Background: an optimization exercise with open tools, aiming at small area, a short achievable clock period and few clock cycles per item. Do not read the settings as production practice.
Where RTL was checked, it was by simulation tests only, not by an equivalence proof against the original.
Power figures rest on the tool's default switching activity, not on a simulated workload.

Design kadai4, start of the top module:
module kadai4 (
    input CLK,
    input RST,
    input [7:0] A,
    input [7:0] B,
    input ACK,
    input START,
    input HALT,
    output [15:0] X,
    output X_VALID,
    output REQ_AB
);
localparam  S_IDLE = 2'd0,
            S_INPUT = 2'd1,
            S_OUTPUT = 2'd2;
reg [15:0] r0, r1, r2, r3, r4, r5, r6, r7;
reg [24:0] e;
reg [1:0] st;
reg [2:0] cnt;       
reg [2:0] w;         
reg req;
reg vld;
wire abort = RST | HALT;
wire acc = req & ACK;
wire [24:0] part;
wire [15:0] prod;
mult_s1 ml1 (
    .a(r5[15:8]),
    .b(r5[7:0]),
    .e(part)
);
mult_s2 ml2 (
    .a(r6[15:8]),
    .b(r6[7:0]),
    .e(e),
    .x(prod)
);
always @(posedge CLK) begin
    r0 <= acc ? {A, B} : r6;
    r1 <= r0;
    r2 <= r1;
    r3 <= r2;
    r4 <= r3;
    r5 <= r4;
    r6 <= r5;
    e <= part;
    r7 <= prod;
end
always @(posedge CLK) begin
    if (abort) begin
        st <= S_IDLE;
        req <= 1'b0;
        vld <= 1'b0;
    end else begin
        case (st)
            S_IDLE:
                if (START) begin
                    st <= S_INPUT;
                    req <= 1'b1;
                    cnt <= 3'd0;
                end
            S_INPUT:
                if (acc) begin
                    cnt <= cnt + 3'd1;
                    if (cnt == 3'd7) begin
                        st <= S_OUTPUT;
                        req <= 1'b0;
                        vld <= 1'b1;
                    end
                end else if (req) begin
                    req <= 1'b0;
                    w <= 3'd6;
                end else begin
                    w <= w - 3'd1;
                    if (w == 3'd1) req <= 1'b1;
                end
            default: begin
                cnt <= cnt + 3'd1;
                if (cnt == 3'd7) begin
  ...
Size: roughly 460 cells after synthesis, ~160 flip-flops, about 39 I/O pins, roughly 0.0057 mm² of cells after synthesis.
Settings: LEC_CHECK=0, ABC_CLOCK_PERIOD_IN_PS=1800, CAP_MARGIN=20, CORE_MARGIN=2, CORE_UTILIZATION=40, CTS_BUF_LIST=sky130_fd_sc_hd__clkbuf_8, CTS_CLUSTER_DIAMETER=100, CTS_CLUSTER_SIZE=30, SETUP_SLACK_MARGIN=3.2, SLEW_MARGIN=20; clock period 5.0 ns.
run.sh (not shown) runs the stock make flow with config.mk's settings and CLKGATE_MAP_FILE= SYNTH_SCRIPT=/design/flow/synth_recipe.tcl, a recipe that flattens the netlist after the stock synthesis.
Testbench counts at the start, summed over its fixed seeds: cycles 3,264, items 1,536.
==> next run, changes <==
ABC_AREA = 1   (was unset)
ABC_CLOCK_PERIOD_IN_PS = 2000   (was 1800)
SETUP_SLACK_MARGIN = 3.0   (was 3.2)
Result: Sequential power hardly moves. Sequential cell count is unchanged. Total power grows by a few percent.
==> next run, changes <==
==> flow/flow/run.sh (new file) <==
#!/bin/bash
# The standard layout, with Yosys's full-adder extraction left out (the adder
# trees are mapped by ABC from plain gates instead of sky130 fa/ha cells),
# plain buffers on the ports, and no dummy loads in the clock tree.
set -euo pipefail
bash standard.sh ADDER_MAP_FILE= \
  "BUFFER_PORTS_ARGS=-buffer_cell sky130_fd_sc_hd__buf_2" \
  "CTS_ARGS=-sink_clustering_enable -repair_clock_nets -dont_use_dummy_load -sink_clustering_size 30 -sink_clustering_max_diameter 100 -buf_list sky130_fd_sc_hd__clkbuf_8" \
  finish > flow.log 2>&1
==> flow/standard.sh (new file) <==
#!/bin/bash
# synth_recipe.tcl (not shown) runs the flow's synth.tcl, then flattens the netlist and writes it again
# the make line also repeats each setting of config.mk as NAME=value (left out here)
make -C /OpenROAD-flow-scripts/flow DESIGN_CONFIG=/design/flow/config.mk WORK_HOME=/design/flow/orfs CLKGATE_MAP_FILE= SYNTH_SCRIPT=/design/flow/synth_recipe.tcl "${@:-finish}"
removed: flow/run.sh
After rerunning: The changed run went through all stages and came out clean. Routed wire length hardly moves. Utilization decreases by 5.0 points. Clock power decreases by 28%. Sequential cell count stays the same. Cell count increases by 23%.
==> next run, changes <==
==> flow/flow/run.sh (replaced) <==
#!/bin/bash
# The standard layout, with Yosys's full-adder extraction left out: the adder
# trees are mapped by ABC from plain gates instead of sky130 fa/ha cells.
set -euo pipefail
bash standard.sh ADDER_MAP_FILE= finish > flow.log 2>&1
ABC_AREA = unset   (was 1)
ABC_CLOCK_PERIOD_IN_PS = 1500   (was 2000)
After rerunning: Die area climbs by 1.2%; synthesized area climbs by 1.3%; worst setup slack is worse by 0.18 ns; clock power climbs by 38%; global-route usage climbs by 0.62 points; hold slack is better by 0.025 ns; final area climbs by 8.7%; non-clock buffer count climbs by 21; synthesized cell count drops by 22%; wire length climbs by 9.1%.

* * *

== red ==
Another version of the RTL of kadai4 (not shown whole).
Size in the first run: roughly 820 cells after synthesis, roughly 160 flip-flops.
==> flow/config.mk <==
export PLATFORM = sky130hd
export DESIGN_NAME = kadai4
export DESIGN_NICKNAME = kadai4
export VERILOG_FILES = /design/flow/design.v
export SDC_FILE = /design/flow/constraint.sdc
export NUM_CORES = 4
export LEC_CHECK = 0
export ABC_AREA = 1
export ABC_CLOCK_PERIOD_IN_PS = 2000
export CAP_MARGIN = 20
export CORE_MARGIN = 2
export CORE_UTILIZATION = 40
export CTS_BUF_LIST = sky130_fd_sc_hd__clkbuf_8
export CTS_CLUSTER_DIAMETER = 100
export CTS_CLUSTER_SIZE = 30
export SETUP_SLACK_MARGIN = 3.15
export SLEW_MARGIN = 20
export TNS_END_PERCENT = 30
==> flow/constraint.sdc <==
create_clock -name core_clock -period 5.0 [get_ports {CLK}]
set_input_delay 1.0000 -clock core_clock [delete_from_list [all_inputs] [get_ports {CLK}]]
set_output_delay 1.0000 -clock core_clock [all_outputs]
set_load 0.01 [all_outputs]
standard.sh (not shown) runs the stock make flow with config.mk's settings and CLKGATE_MAP_FILE= SYNTH_SCRIPT=/design/flow/synth_recipe.tcl, a recipe that flattens the netlist after the stock synthesis.
==> flow/flow/run.sh <==
#!/bin/bash
# The standard layout, with Yosys's full-adder extraction left out (the adder
# trees are mapped by ABC from plain gates instead of sky130 fa/ha cells),
# plain buffers on the ports, and no dummy loads in the clock tree.
set -euo pipefail
bash standard.sh ADDER_MAP_FILE= \
  "BUFFER_PORTS_ARGS=-buffer_cell sky130_fd_sc_hd__buf_2" \
  "CTS_ARGS=-sink_clustering_enable -repair_clock_nets -dont_use_dummy_load -sink_clustering_size 30 -sink_clustering_max_diameter 100 -buf_list sky130_fd_sc_hd__clkbuf_8" \
  finish > flow.log 2>&1
red completed every stage of the flow, and the final layout passed the timing, DRC and antenna checks.
Testbench counts of red, summed over its fixed seeds: cycles 3,264, items 1,536.
Modified inputs, blue compared to red
Settings: TNS_END_PERCENT: 30 -> unset; SETUP_SLACK_MARGIN: 3.15 -> 3.0.
Findings:
blue | status: complete | timing, DRC, antenna: pass. red: full flow OK, the timing, DRC and antenna checks passed. blue packs its core more loosely than red. Re post-cts repair resize count: red and blue aren't equal, and the lower value belongs to blue. blue reports a higher pre-CTS worst setup slack than red does. For non-clock buffer count, dividing the value from blue by the value from red gives 0.80. Diff red -> blue: detailed-routing iteration count for the pre-antenna-repair pass increased 2, power in combinational cells decreased 10%, first-iteration DRC count increased 9. [diff] power in the clock group, blue relative to red: regression. blue: sequential share of power is 0.6 points higher than what red reported. Between red and blue, the difference in total placed instance area is negligible.
What green does differently from blue at the input level:
Settings: an added TNS_END_PERCENT of 10; a change of SETUP_SLACK_MARGIN from 3.0 to 3.15.
==> results.txt <==
Sort blue and green by non-clock buffer share of cell area asc -> top: blue
Per the comparison of green with blue, total of cells resized after clock tree synthesis moved up; combinational power moved up; worst slew margin relative to its limit moved up; wire length moved up.
Clock group share of total power (higher): blue
Inputs modified between green and orange:
Settings: TNS_END_PERCENT no longer set, was 10; SETUP_SLACK_MARGIN now 3.12, was 3.15.
## What came out
orange against green: cell area went up by about 0.36%, post-route worst setup slack about even, sequential share of layout area level, ratio of routed vias to standard cells was more or less identical. Relative area of non-clock buffer cells in the final design ended up 0.38 points higher on orange than on green. Comparing orange and green, area overhead of the layout relative to synthesis is lower on green. On post-route total power, orange and green are basically level. Portion of the clock cycle consumed by the worst path in the final layout: orange vs green — no meaningful difference. orange: core utilization is 0.16 points higher than what green reported.

* * *

kadai4, a different RTL version from the one above (not shown whole).
For scale: ~550 cells after synthesis, about 160 flip-flops, roughly 39 I/O pins, ~5900 µm² of cells after synthesis.
export LEC_CHECK = 0
export ABC_CLOCK_PERIOD_IN_PS = 2000
export CAP_MARGIN = 20
export CORE_MARGIN = 2
export CORE_UTILIZATION = 40
export CTS_BUF_LIST = sky130_fd_sc_hd__clkbuf_8
export CTS_CLUSTER_DIAMETER = 100
export CTS_CLUSTER_SIZE = 30
export SETUP_SLACK_MARGIN = 2.8
export SLEW_MARGIN = 20
create_clock -name core_clock -period 5.0 [get_ports {CLK}]
==> flow/flow/run.sh <==
#!/bin/bash
# The standard layout, with Yosys's full-adder extraction left out: the adder
# trees are mapped by ABC from plain gates instead of sky130 fa/ha cells.
set -euo pipefail
bash standard.sh ADDER_MAP_FILE= finish > flow.log 2>&1
The starting point completed without violations.
Testbench counts at the start, summed over its fixed seeds: cycles 3,264, items 1,536.
==> next run, changes <==
==> flow/flow/run.sh (replaced) <==
#!/bin/bash
# The standard layout, with Yosys's full-adder extraction left out (the adder
# trees are mapped by ABC from plain gates instead of sky130 fa/ha cells),
# plain buffers on the ports, and no dummy loads in the clock tree.
set -euo pipefail
bash standard.sh ADDER_MAP_FILE= \
  "BUFFER_PORTS_ARGS=-buffer_cell sky130_fd_sc_hd__buf_2" \
  "CTS_ARGS=-sink_clustering_enable -repair_clock_nets -dont_use_dummy_load -sink_clustering_size 30 -sink_clustering_max_diameter 100 -buf_list sky130_fd_sc_hd__clkbuf_8" \
  finish > flow.log 2>&1
- ABC_AREA: unset -> 1
- CORE_UTILIZATION: 40 -> 55
- PLACE_DENSITY: unset -> 0.7
- SETUP_SLACK_MARGIN: 2.8 -> 3.0
Wire length rises by 17%.
Power falls by 14%.
Fmax rises by 9.9%.
Sequential power falls by about 3%.
Cell count rises by 24%.
Clock skew rises by 0.018 ns.
Setup slack improves by 0.19 ns.
Critical path depth falls by 7.
==> next run, changes <==
- CORE_UTILIZATION: 55 -> 40
- PLACE_DENSITY: 0.7 -> unset
Worst setup slack loses 0.016 ns.
Synthesized area does not change.
Wire length rises by 0.98%.
==> next run, changes <==
==> flow/flow/run.sh (replaced) <==
#!/bin/bash
# The standard layout, with Yosys's full-adder extraction left out: the adder
# trees are mapped by ABC from plain gates instead of sky130 fa/ha cells.
set -euo pipefail
bash standard.sh ADDER_MAP_FILE= finish > flow.log 2>&1
- ABC_AREA: 1 -> unset
Power came out higher by 22%. Area after synthesis came out lower by 5.7%. Core utilization came out higher by 5.6 points. Via count came out lower by 18%. Cell count came out lower by about 20%. Routed wire length came out lower by 7.3%. First-iteration DRC count came out higher by 44%. Global-route usage came out lower by 1.3 points. Setup slack is worse by 0.067 ns. Clock skew came out lower by 0.011 ns.
==> next run, changes <==
==> flow/flow/run.sh (replaced) <==
#!/bin/bash
# The standard layout, with Yosys's full-adder extraction left out (the adder
# trees are mapped by ABC from plain gates instead of sky130 fa/ha cells),
# plain buffers on the ports, and no dummy loads in the clock tree.
set -euo pipefail
bash standard.sh ADDER_MAP_FILE= \
  "BUFFER_PORTS_ARGS=-buffer_cell sky130_fd_sc_hd__buf_2" \
  "CTS_ARGS=-sink_clustering_enable -repair_clock_nets -dont_use_dummy_load -sink_clustering_size 30 -sink_clustering_max_diameter 100 -buf_list sky130_fd_sc_hd__clkbuf_8" \
  finish > flow.log 2>&1
- ABC_AREA: unset -> 1
- SETUP_SLACK_MARGIN: 3.0 -> 3.2
The new run finished clean.
Die area grows by a few percent.
Non-clock buffer count decreases by 16.
Routed wire length goes up by roughly a tenth.
Global-route usage came out higher by 1.3 points.
Design area is lower slightly.
Register-to-register slack improved by 0.28 ns.
Area after synthesis increases by a few percent.
Via count went up by a quarter to a third.
Power shrinks by about a fifth.

* * *

== v8 ==
kadai4 with an RTL version that a note above also has.
For scale: about 820 cells after synthesis, about 160 flip-flops, ~39 I/O pins, roughly 0.0062 mm^2 of cells after synthesis.
Settings: LEC_CHECK=0, ABC_AREA=1, ABC_CLOCK_PERIOD_IN_PS=2600, CAP_MARGIN=20, CORE_MARGIN=2, CORE_UTILIZATION=40, CTS_BUF_LIST=sky130_fd_sc_hd__clkbuf_8, CTS_CLUSTER_DIAMETER=100, CTS_CLUSTER_SIZE=30, SETUP_SLACK_MARGIN=3.0, SLEW_MARGIN=20; clock period 5.0 ns.
==> flow/flow/run.sh <==
#!/bin/bash
# The standard layout, with Yosys's full-adder extraction left out (the adder
# trees are mapped by ABC from plain gates instead of sky130 fa/ha cells),
# plain buffers on the ports, and no dummy loads in the clock tree.
set -euo pipefail
bash standard.sh ADDER_MAP_FILE= \
  "BUFFER_PORTS_ARGS=-buffer_cell sky130_fd_sc_hd__buf_2" \
  "CTS_ARGS=-sink_clustering_enable -repair_clock_nets -dont_use_dummy_load -sink_clustering_size 30 -sink_clustering_max_diameter 100 -buf_list sky130_fd_sc_hd__clkbuf_8" \
  finish > flow.log 2>&1
v8 went all the way through the flow, and no timing, DRC or antenna check failed.
Testbench counts of v8, summed over its fixed seeds: cycles 3,264, items 1,536.
Input-level comparison between v4 and v8:
Settings: changing ABC_CLOCK_PERIOD_IN_PS from 2600 to 1600.
Findings:
v4: done, clean on timing, DRC and antenna
Comparing v8 against v4, there is no change at all in power consumption.
v4 vs. v8: final period demand of the worst path was more or less identical, internal power was more or less identical, worst slew slack as a fraction of its limit was more or less identical, post-layout worst setup margin was more or less identical, overall track demand over capacity in global routing was more or less identical.
Diff v4..v8 | count of inverters other than clock inverters in the layout | negligible
v4 -> v8: fill cell total of the finished layout delta 0, exact match
As far as global-route met2 utilization goes, v8 and v4 are indistinguishable; the numbers are identical.
v8 -> v4: share of synthesized cell area in and, or, nand and nor gates delta 0, exact match
v4 -> v8: wire length on met1 flat
For v56, these inputs were changed with respect to v4:
Settings: ABC_CLOCK_PERIOD_IN_PS changed from 1600 to 2000.
--- a/flow/flow/run.sh
+++ b/flow/flow/run.sh
@@ -7,3 +7,3 @@
   "BUFFER_PORTS_ARGS=-buffer_cell sky130_fd_sc_hd__buf_2" \
-  "CTS_ARGS=-sink_clustering_enable -repair_clock_nets -dont_use_dummy_load -sink_clustering_size 30 -sink_clustering_max_diameter 100 -buf_list sky130_fd_sc_hd__clkbuf_8" \
+  "CTS_ARGS=-repair_clock_nets -dont_use_dummy_load -buf_list sky130_fd_sc_hd__clkbuf_8" \
   finish > flow.log 2>&1
[summary]
v56 went all the way through synthesis, placement and routing and the layout is clean on timing, DRC and antenna. Reported for v4 and v56, maximum clock path buffer count turned out identical to the last digit. ~same data required time of the critical path in v4 and v56. Between v56 and v4, the combinational share of power figures differ only marginally. Diff v56..v4 | delay of the slowest critical-path stage | negligible. Diff v4..v56 | cell area | unchanged. Status: fraction of layout cells with a size suffix above 1 parity (v4, v56).

* * *

kadai4, a different RTL version from the one above (not shown whole).
For scale: roughly 450 cells after synthesis, about 180 flip-flops, roughly 39 I/O pins.
Settings: LEC_CHECK=0, ABC_CLOCK_PERIOD_IN_PS=2000, CAP_MARGIN=20, CORE_MARGIN=2, CORE_UTILIZATION=40, CTS_BUF_LIST=sky130_fd_sc_hd__clkbuf_8, CTS_CLUSTER_DIAMETER=100, CTS_CLUSTER_SIZE=30, SETUP_SLACK_MARGIN=3.0, SLEW_MARGIN=20; clock period 5.0 ns.
run.sh (not shown) runs the stock make flow with config.mk's settings and CLKGATE_MAP_FILE= SYNTH_SCRIPT=/design/flow/synth_recipe.tcl, a recipe that flattens the netlist after the stock synthesis.
Stock flow here: none of the scripts above is used.
The first run produced a clean layout.
Next try:
- CORE_UTILIZATION: 40 -> 70
- CTS_CLUSTER_DIAMETER: 100 -> not set
- CTS_CLUSTER_SIZE: 30 -> not set
- PLACE_DENSITY: not set -> 0.8
Effect:
- fmax goes down by about 0.8%
- global-route usage goes up by 12 points
- clock skew hardly moves
- total power goes up by 2.6%
- final area stays flat
- worst setup slack degrades by 0.018 ns
- area after synthesis is unchanged
- non-clock buffer count goes up by 5
- sequential share of layout area goes up by 0.17 points
- die area goes down by 42%
- cell count goes down by about 10%
Next try:
- CORE_UTILIZATION: 70 -> 40
- CTS_BUF_LIST: sky130_fd_sc_hd__clkbuf_8 -> sky130_fd_sc_hd__clkbuf_4 sky130_fd_sc_hd__clkbuf_8
- CTS_CLUSTER_DIAMETER: not set -> 200
- CTS_CLUSTER_SIZE: not set -> 50
- PLACE_DENSITY: 0.8 -> not set
=>
- register-to-register slack improved by 0.02 ns
- area after synthesis stays the same
- count of clock-buffer cells in the layout is higher by 4
- cell count is higher by 11%
- first-iteration DRC count is higher by about 24%
Next try:
- CORE_UTILIZATION: 40 -> 60
- CTS_BUF_LIST: sky130_fd_sc_hd__clkbuf_4 sky130_fd_sc_hd__clkbuf_8 -> sky130_fd_sc_hd__clkbuf_8
- CTS_CLUSTER_DIAMETER: 200 -> 400
- CTS_CLUSTER_SIZE: 50 -> 60
- PLACE_DENSITY: not set -> 0.7
=>
- cell area barely changes
- fmax came out lower by 2.0%
- global-route usage climbs by 5.3 points
- first-iteration DRC count is lower by 46%
- total power grows by 2.8%
- combinational power went up by about 5%
- clock skew stays flat
Next try:
- CORE_UTILIZATION: 60 -> 40
- CTS_BUF_LIST: sky130_fd_sc_hd__clkbuf_8 -> not set
- CTS_CLUSTER_DIAMETER: 400 -> not set
- CTS_CLUSTER_SIZE: 60 -> not set
- PLACE_DENSITY: 0.7 -> not set
The new run ran to the end with no violations. Setup slack improved by 0.032 ns. Clock-buffer cell count goes up by 3. Power rises by a little under a tenth. Die area went up by well over a third. Combinational power goes down by a few percent. First-iteration DRC count goes up by well over a third. Core utilization falls by 23 points.
Function was not checked in any run of this note: the RTL went through the layout flow alone.

re-timing with driven ports:
In the flow no input, the clock included, has a driving cell. The finished layouts below were timed again as built, in two steps. Step 1: set_driving_cell puts a clkbuf_16 on CLK and a buf_2 on each other input, an assumption about the parent block. Step 2, shift: input delay + t, output delay - t, t = (earliest + latest rising clock arrival at the registers) / 2. This alone moves slack from input paths to output paths. a / b / c = ideal / step 1 / step 2; a / b = the first two.
| run | t (ns) | setup slack, ns | worst data-port slew with drivers (ns) |
|---|---|---|---|
| the first run of note 1 | 0.475 | 2.660 / 2.660 / 2.660 | 0.04 |
| the second run of note 1 | 0.474 | 2.948 / 2.948 / 2.605 | 0.04 |
| the third run of note 1 | 0.458 | 3.097 / 3.059 / 2.825 | 0.03 |
| the fourth run of note 1 | 0.478 | 2.917 / 2.917 / 2.591 | 0.04 |
| red | 0.458 | 3.129 / 3.094 / 2.902 | 0.04 |
| blue | 0.461 | 3.110 / 3.076 / 2.744 | 0.03 |
| green | 0.457 | 3.131 / 3.095 / 2.902 | 0.04 |
| orange | 0.458 | 3.130 / 3.094 / 2.908 | 0.04 |
| the first run of note 3 | 0.471 | 2.891 / 2.891 / 2.443 | 0.04 |
| the second run of note 3 | 0.462 | 3.081 / 3.048 / 2.714 | 0.03 |
| the third run of note 3 | 0.463 | 3.066 / 3.030 / 2.747 | 0.03 |
| the fourth run of note 3 | 0.474 | 2.999 / 2.999 / 2.593 | 0.04 |
| the fifth run of note 3 | 0.453 | 3.101 / 3.066 / 2.962 | 0.03 |
| v8 | 0.461 | 3.110 / 3.076 / 2.744 | 0.03 |
| v4 | 0.461 | 3.110 / 3.076 / 2.744 | 0.03 |
| v56 | 0.461 | 3.110 / 3.076 / 2.744 | 0.03 |
| the first run of note 5 | 0.477 | 2.776 / 2.776 / 2.622 | 0.03 |
| the second run of note 5 | 0.475 | 2.758 / 2.758 / 2.630 | 0.04 |
| the third run of note 5 | 0.477 | 2.775 / 2.775 / 2.621 | 0.03 |
| the fourth run of note 5 | 0.468 | 2.731 / 2.731 / 2.629 | 0.03 |
| the fifth run of note 5 | 0.453 | 2.762 / 2.762 / 2.648 | 0.03 |
After both steps every run listed still meets setup and hold. The setup slack of the first run of note 3, which loses most, moves by 0.000 ns with the drivers and by -0.448 ns with both steps.
